From an optimization exercise on the open Yosys and OpenROAD flow, aimed at a short achievable clock period and few clock cycles per item; shortcuts taken in it are not production practice.
In this exercise RTL edits were held to simulation tests only and were not proved equivalent to the original.
Power and IR drop assume default switching activity.

## run a
==> flow/design.v <==
module Module_of_product (
    input  wire         clk,
    input  wire         rst,
    input  wire         start,
    input  wire [256:0] Y,
    input  wire [256:0] N,
    output wire [256:0] o_result,
    output reg          done
);
    reg [256:0] cur;
    reg [256:0] n_r;
    reg [7:0]   cnt;
    reg         busy;
    wire [257:0] dbl = {cur, 1'b0};
    wire [257:0] dif;
    pfx_add #(.W(258)) u_sub (.a(dbl), .b(~{1'b0, n_r}), .ci(1'b1), .s(dif), .co());
    always @(posedge clk or posedge rst) begin
        if (rst) begin
            busy <= 1'b0;
            cnt  <= 8'd0;
            done <= 1'b0;
        end else begin
            done <= 1'b0;
            if (!busy) begin
                if (start) begin
                    busy <= 1'b1;
                    cnt  <= 8'd0;
                end
            end else begin
                cnt <= cnt + 8'd1;
                if (cnt == 8'd255) begin
                    busy <= 1'b0;
                    done <= 1'b1;
                end
            end
        end
    end
    always @(posedge clk) begin
        n_r <= N;
        if (!busy) cur <= Y;
        else       cur <= dif[257] ? dbl[256:0] : dif[256:0];
    end
    assign o_result = cur;
endmodule
module pfx_add #(parameter W = 16) (
    input  wire [W-1:0] a,
    input  wire [W-1:0] b,
    input  wire         ci,
    output reg  [W-1:0] s,
    output reg          co
);
    localparam L = (W + 1 > 256) ? 9 : (W + 1 > 128) ? 8 : (W + 1 > 64) ? 7 : (W + 1 > 32) ? 6 :
                   (W + 1 > 16) ? 5 : (W + 1 > 8) ? 4 : (W + 1 > 4) ? 3 : 2;
    reg [W:0] g, p, gn, pn, p0;
    integer k, i;
    always @(*) begin
        g  = {a & b, ci};
        p0 = {a ^ b, 1'b0};
        p  = p0;
        for (k = 0; k < L; k = k + 1) begin
            gn = g;
            pn = p;
            for (i = 0; i <= W; i = i + 1)
                if (i >= (1 << k)) begin
                    gn[i] = g[i] | (p[i] & g[i - (1 << k)]);
                    pn[i] = p[i] & p[i - (1 << k)];
                end
            g = gn;
            p = pn;
        end
        s  = p0[W:1] ^ g[W-1:0];
        co = g[W];
    end
endmodule
Settings: LEC_CHECK=0, ABC_CLOCK_PERIOD_IN_PS=3000, CAP_MARGIN=20, CORE_MARGIN=2, CORE_UTILIZATION=40, SETUP_SLACK_MARGIN=2.0, SLEW_MARGIN=20; clock period 6.5 ns.
run.sh (not shown) runs the stock make flow with config.mk's settings and CLKGATE_MAP_FILE= SYNTH_SCRIPT=/design/flow/synth_recipe.tcl, a recipe that flattens the netlist after the stock synthesis.
Run a: no failed stages, no open violations at the end
Testbench counts of run a, summed over its fixed seeds: cycles 33,024, items 128.
Setup changes, run a to run b
==> flow/design.v <==
module Module_of_product (
    input  wire         clk,
    input  wire         rst,
    input  wire         start,
    input  wire [256:0] Y,
    input  wire [256:0] N,
    output wire [256:0] o_result,
    output reg          done
);
    reg [256:0] cur;
    reg [256:0] n_r;
    reg [7:0]   cnt;
    reg         busy;
    wire [257:0] dbl = {cur, 1'b0};
    wire [257:0] dif = dbl - {1'b0, n_r};
    always @(posedge clk or posedge rst) begin
        if (rst) begin
            busy <= 1'b0;
            cnt  <= 8'd0;
            done <= 1'b0;
        end else begin
            done <= 1'b0;
            if (!busy) begin
                if (start) begin
                    busy <= 1'b1;
                    cnt  <= 8'd0;
                end
            end else begin
                cnt <= cnt + 8'd1;
                if (cnt == 8'd255) begin
                    busy <= 1'b0;
                    done <= 1'b1;
                end
            end
        end
    end
    always @(posedge clk) begin
        n_r <= N;
        if (!busy) cur <= Y;
        else       cur <= dif[257] ? dbl[256:0] : dif[256:0];
    end
    assign o_result = cur;
endmodule
==> summary.txt <==
- Core util | run b vs run a | run b lower
- Going from run a to run b, switching component of the power decreased 10%, die area decreased 0.33%.
- Delta (run b minus run a): area overhead of the layout relative to synthesis down 4.4 points, wire length moved down, share of total power in combinational logic -1.2 points.
- The standard cell with the maximum stage delay on the critical path comes out sky130_fd_sc_hd__o41ai_4 in one run and sky130_fd_sc_hd__o41a_1 in the other, namely in run b and run a respectively.
- Antenna diode count was lower in run a than in run b.
- Across both runs, setup slack was lower for run b than for run a.
Testbench counts of run b, summed over its fixed seeds: cycles 33,024, items 128.

## what the ideal ports hide
How much do the figures lean on ideal ports? The routed layouts below were timed once more, with nothing changed but the port constraints. Step 1: set_driving_cell puts a clkbuf_16 on clk and a buf_2 on each other input, an assumption about the parent block. Step 2 also shifts input and output timing later by t, the mid clock arrival at the registers, as if the neighbouring blocks saw the same clock. Slacks: ideal ports / drivers / drivers and shift; pairs: ideal ports / drivers.
| run | shift t [ns] | setup slack, ns | worst data-port slew with drivers (ns) | cell pins on the clock port's net |
|---|---|---|---|---|
| run a | 0.751 | 1.782 / 1.782 / 1.782 | 0.18 | 1 |
| run b | 0.780 | 1.662 / 1.662 / 1.662 | 0.21 | 1 |
After both steps every run listed still meets setup and hold.
